From an optimization exercise on the open Yosys and OpenROAD flow, aimed at small area; shortcuts taken in it are not production practice. The RTL was checked by simulation tests, not by an equivalence proof against the original design. No activity file was given, so power comes from the tool's default toggle rates.

## fastinput
module fastinput (
    input rst,
    input clk,
	input [3:0]CheckIO,
	input  receive,
    output write
);
export LEC_CHECK = 0
export CAP_MARGIN = 20
export CORE_MARGIN = 2
export CORE_UTILIZATION = 40
export PLACE_DENSITY = 0.6
export SLEW_MARGIN = 20
create_clock -name core_clock -period 10.0 [get_ports {clk}]
standard.sh (not shown) runs the stock make flow with config.mk's settings and CLKGATE_MAP_FILE= SYNTH_SCRIPT=/design/flow/synth_recipe.tcl, a recipe that flattens the netlist after the stock synthesis.
==> flow/flow/run.sh <==
#!/bin/bash
set -euo pipefail
here=$(cd "$(dirname "$0")" && pwd)
export BUFFER_PORTS_ARGS="-buffer_cell sky130_fd_sc_hd__buf_1"
export CTS_ARGS="-sink_clustering_enable -repair_clock_nets -sink_clustering_size 10 -sink_clustering_max_diameter 40 -buf_list sky130_fd_sc_hd__clkbuf_4 -dont_use_dummy_load"
{
  echo "proc abc {args} {"
  echo "  set i [lsearch -exact \$args -script]"
  echo "  if {\$i >= 0 && [string match *abc_speed.script [lindex \$args [expr {\$i + 1}]]]} {"
  echo "    lset args [expr {\$i + 1}] $here/area.abc"
  echo "  }"
  echo "  puts \"abc with script: [lindex \$args [expr {\$i + 1}]]\""
  echo "  yosys abc {*}\$args"
  echo "}"
  echo "proc extract_fa {args} { puts \"extract_fa skipped\" }"
  cat synth_recipe.tcl
} > synth_area.tcl
bash standard.sh SYNTH_SCRIPT=$PWD/synth_area.tcl finish > standard.log 2>&1
==> flow/flow/area.abc <==
&get -n
&st
&dch
&nf -a
&put
The baseline finished clean.
Next try:
--- a/flow/flow/run.sh
+++ b/flow/flow/run.sh
@@ -3,5 +3,5 @@
 here=$(cd "$(dirname "$0")" && pwd)
 export BUFFER_PORTS_ARGS="-buffer_cell sky130_fd_sc_hd__buf_1"
-export CTS_ARGS="-sink_clustering_enable -repair_clock_nets -sink_clustering_size 10 -sink_clustering_max_diameter 40 -buf_list sky130_fd_sc_hd__clkbuf_4 -dont_use_dummy_load"
+export CTS_ARGS="-sink_clustering_enable -repair_clock_nets -sink_clustering_size 12 -sink_clustering_max_diameter 40 -buf_list sky130_fd_sc_hd__clkbuf_4 -dont_use_dummy_load"
 {
   echo "proc abc {args} {"
Outcome: Total power falls by 0.85%. Critical path depth stays the same. Wire length went down by 0.87%. Die area does not change. Design area barely changes. Sequential power hardly moves. Global-route usage stays flat.
Next try:
==> flow/flow/run.sh (replaced) <==
#!/bin/bash
# The standard layout (standard.sh) with these changes:
#  - synthesis: synth_recipe.tcl unchanged, except that ABC maps the logic
#    with the area-oriented script flow/area.abc instead of abc_speed.script,
#    adders are left to ABC (no extract_fa, no Kogge-Stone carry map).
#    Registers are created and mapped exactly as in the standard synthesis.
#  - the port buffers that buffer_ports inserts are sky130_fd_sc_hd__buf_1
#    instead of the delay buffer it picks by default;
#  - clock tree synthesis clusters at most 10 flip-flops within 40 um per
#    sky130_fd_sc_hd__clkbuf_4 and adds no dummy loads.
# ORFS writes each step's log under orfs/logs; the make output goes to
# standard.log.
set -euo pipefail
here=$(cd "$(dirname "$0")" && pwd)

cat > synth_area.tcl <<EOS
proc abc {args} {
  set i [lsearch -exact \$args -script]
  if {\$i >= 0 && [string match *abc_speed.script [lindex \$args [expr {\$i + 1}]]]} {
    lset args [expr {\$i + 1}] $here/area.abc
  }
  puts "abc script: [lindex \$args [expr {\$i + 1}]]"
  yosys abc {*}\$args
}
proc extract_fa {args} { puts "extract_fa skipped" }
EOS
cat synth_recipe.tcl >> synth_area.tcl

export SYNTH_OPERATIONS_ARGS="-nordff"
export BUFFER_PORTS_ARGS="-buffer_cell sky130_fd_sc_hd__buf_1"
export CTS_ARGS="-sink_clustering_enable -repair_clock_nets -sink_clustering_size 6 -sink_clustering_max_diameter 30 -buf_list sky130_fd_sc_hd__clkbuf_2 -dont_use_dummy_load"
bash standard.sh SYNTH_SCRIPT=$PWD/synth_area.tcl finish > standard.log 2>&1
==> flow/flow/area.abc (replaced) <==
strash
dch -f
amap -F 4 -A 10
Result:
- The changed run completed without violations
- setup slack loses 0.12 ns
- synthesized cell count grows by 10%
- synthesized area falls by 0.75%
- routed wire length rose by 7.6%
- die area falls by about 0.7%
- sequential share of layout area goes up by 0.29 points

---

Another version of the RTL of fastinput (not shown whole).
Size: about 670 cells after synthesis, ~290 flip-flops.
make LEC_CHECK=0 CAP_MARGIN=20 CORE_MARGIN=2 CORE_UTILIZATION=40 CTS_BUF_LIST=sky130_fd_sc_hd__clkbuf_8 CTS_CLUSTER_DIAMETER=80 CTS_CLUSTER_SIZE=16 PLACE_DENSITY=0.6 SLEW_MARGIN=20 finish   # period 10.0 ns
run.sh (not shown) runs the stock make flow with config.mk's settings and CLKGATE_MAP_FILE= SYNTH_SCRIPT=/design/flow/synth_recipe.tcl, a recipe that flattens the netlist after the stock synthesis.
Stock flow here: none of the scripts above is used.
The baseline completed with no timing, DRC or antenna violations.
Then changed:
CTS_BUF_LIST = unset   (was sky130_fd_sc_hd__clkbuf_8)
CTS_CLUSTER_DIAMETER = 100   (was 80)
CTS_CLUSTER_SIZE = 30   (was 16)
After rerunning: The changed run went through all stages and came out clean; setup slack improved by 95 ps; routed wire length goes down by a few percent; die area is unchanged; cell area is about the same; via count shrinks slightly; clock power goes up by a few percent; sequential share of layout area stays flat.
Then changed:
CTS_CLUSTER_DIAMETER = unset   (was 100)
CTS_CLUSTER_SIZE = unset   (was 30)
- sequential cell count is unchanged
- clock skew fell by 5.6 ps
- clock power came out higher by about 70%
- sequential power is about the same
Then changed:
CORE_UTILIZATION = 65   (was 40)
CTS_CLUSTER_DIAMETER = 100   (was unset)
CTS_CLUSTER_SIZE = 30   (was unset)
PLACE_DENSITY = 0.8   (was 0.6)
Worst hold slack hardly moves; final area came out lower by a few percent; synthesized area is unchanged; final cell count came out lower by roughly a tenth; first-iteration DRC count rises by about a fifth.

---

Setup of run E:
fastinput with an RTL version that a note above also has.
Size in the first run: about 630 cells after synthesis, roughly 290 flip-flops, ~8 I/O pins, roughly 0.0083 mm2 of cells after synthesis.
export LEC_CHECK = 0
export CAP_MARGIN = 20
export CORE_MARGIN = 2
export CORE_UTILIZATION = 40
export PLACE_DENSITY = 0.6
export SLEW_MARGIN = 20
create_clock -name core_clock -period 10.0 [get_ports {clk}]
standard.sh (not shown) runs the stock make flow with config.mk's settings and CLKGATE_MAP_FILE= SYNTH_SCRIPT=/design/flow/synth_recipe.tcl, a recipe that flattens the netlist after the stock synthesis.
==> flow/flow/run.sh <==
#!/bin/bash
set -euo pipefail
here=$(cd "$(dirname "$0")" && pwd)
export BUFFER_PORTS_ARGS="-buffer_cell sky130_fd_sc_hd__buf_1"
export CTS_ARGS="-sink_clustering_enable -repair_clock_nets -sink_clustering_size 10 -sink_clustering_max_diameter 40 -buf_list sky130_fd_sc_hd__clkbuf_4 -dont_use_dummy_load"
{
  echo "proc abc {args} {"
  echo "  set i [lsearch -exact \$args -script]"
  echo "  if {\$i >= 0 && [string match *abc_speed.script [lindex \$args [expr {\$i + 1}]]]} {"
  echo "    lset args [expr {\$i + 1}] $here/area.abc"
  echo "  }"
  echo "  puts \"abc with script: [lindex \$args [expr {\$i + 1}]]\""
  echo "  yosys abc {*}\$args"
  echo "}"
  echo "proc extract_fa {args} { puts \"extract_fa skipped\" }"
  cat synth_recipe.tcl
} > synth_area.tcl
bash standard.sh SYNTH_SCRIPT=$PWD/synth_area.tcl finish > standard.log 2>&1
==> flow/flow/area.abc <==
&get -n
&st
&dch -f
&nf -a -R 1000
&put
Run E did not stop at any stage, and its layout met the timing, DRC and antenna checks.
Modified inputs, run H compared to run E
==> flow/flow/run.sh <==
#!/bin/bash
# The standard layout (standard.sh) with these changes:
#  - synthesis: synth_recipe.tcl unchanged, except that ABC maps the logic
#    with the area-oriented script flow/area.abc instead of abc_speed.script,
#    adders are left to ABC (no extract_fa, no Kogge-Stone carry map).
#    Registers are created and mapped exactly as in the standard synthesis.
#  - the port buffers that buffer_ports inserts are sky130_fd_sc_hd__buf_1
#    instead of the delay buffer it picks by default;
#  - clock tree synthesis clusters at most 10 flip-flops within 40 um per
#    sky130_fd_sc_hd__clkbuf_4 and adds no dummy loads.
# ORFS writes each step's log under orfs/logs; the make output goes to
# standard.log.
set -euo pipefail
here=$(cd "$(dirname "$0")" && pwd)

cat > synth_area.tcl <<EOS
proc abc {args} {
  set i [lsearch -exact \$args -script]
  if {\$i >= 0 && [string match *abc_speed.script [lindex \$args [expr {\$i + 1}]]]} {
    lset args [expr {\$i + 1}] $here/area.abc
  }
  puts "abc script: [lindex \$args [expr {\$i + 1}]]"
  yosys abc {*}\$args
}
proc extract_fa {args} { puts "extract_fa skipped" }
EOS
cat synth_recipe.tcl >> synth_area.tcl

export SYNTH_OPERATIONS_ARGS="-nordff"
export BUFFER_PORTS_ARGS="-buffer_cell sky130_fd_sc_hd__buf_1"
export CTS_ARGS="-sink_clustering_enable -repair_clock_nets -sink_clustering_size 10 -sink_clustering_max_diameter 40 -buf_list sky130_fd_sc_hd__clkbuf_4 -dont_use_dummy_load"
bash standard.sh SYNTH_SCRIPT=$PWD/synth_area.tcl finish > standard.log 2>&1
==> flow/flow/area.abc <==
strash
dch -f
amap -F 4 -A 10
==> comparison <==
- Between run H and run E, the placed instance count is lower for run E.
- From run E to run H the numbers moved as follows: synthesis-to-layout area growth ~0 delta, power decreased by 0.031 mW relative to the old numbers, power in the clock group saw a decrease, non-clock buffer total of the final layout shows a reduction of 1, instance area at placement has decreased.
- Between run H and run E, it is run H whose final standard cell utilization of the core is lower, by 0.48 points.
- Measured against each other, run H and run E differ in total wirelength of the detailed-routed design, the lower figure coming from run E.

## afterwards: timing with drivers on the ports
Ports are ideal in the flow. The routed layouts listed here were re-timed in OpenROAD.
Step 1 sets driving cells, clkbuf_16 on the clock port and buf_2 on the other inputs (assumed; they add their load-dependent delay and slew).
Step 2 adds t to the input delays and takes it off the output delays; t is the mean of the earliest and latest rising clock arrival at the registers after step 1. Input paths then give back, and output paths get back, about the clock's delay inside the block.
Three values: ideal, step 1, step 2; two values: the first two.
run | t, ns | slack for setup (ns) | clock arrival spread, ns | worst register clock-pin slew, ns
the first run of note 1 | 0.615 | 6.734 / 6.698 / 7.313 | 0.090 / 0.090 | 0.11 / 0.11
the second run of note 1 | 0.615 | 6.734 / 6.698 / 7.313 | 0.088 / 0.088 | 0.12 / 0.12
the third run of note 1 | 0.769 | 6.615 / 6.578 / 6.745 | 0.165 / 0.164 | 0.12 / 0.12
the first run of note 2 | 0.582 | 6.364 / 6.326 / 6.908 | 0.028 / 0.028 | 0.10 / 0.10
the second run of note 2 | 0.516 | 6.459 / 6.412 / 6.927 | 0.024 / 0.025 | 0.11 / 0.11
the third run of note 2 | 0.581 | 6.398 / 6.356 / 6.937 | 0.013 / 0.014 | 0.06 / 0.06
the fourth run of note 2 | 0.510 | 6.460 / 6.418 / 6.929 | 0.019 / 0.019 | 0.11 / 0.11
run E | 0.619 | 6.727 / 6.692 / 7.311 | 0.117 / 0.116 | 0.10 / 0.10
run H | 0.617 | 6.750 / 6.714 / 6.869 | 0.108 / 0.109 | 0.11 / 0.11
After both steps every run listed still meets setup and hold.
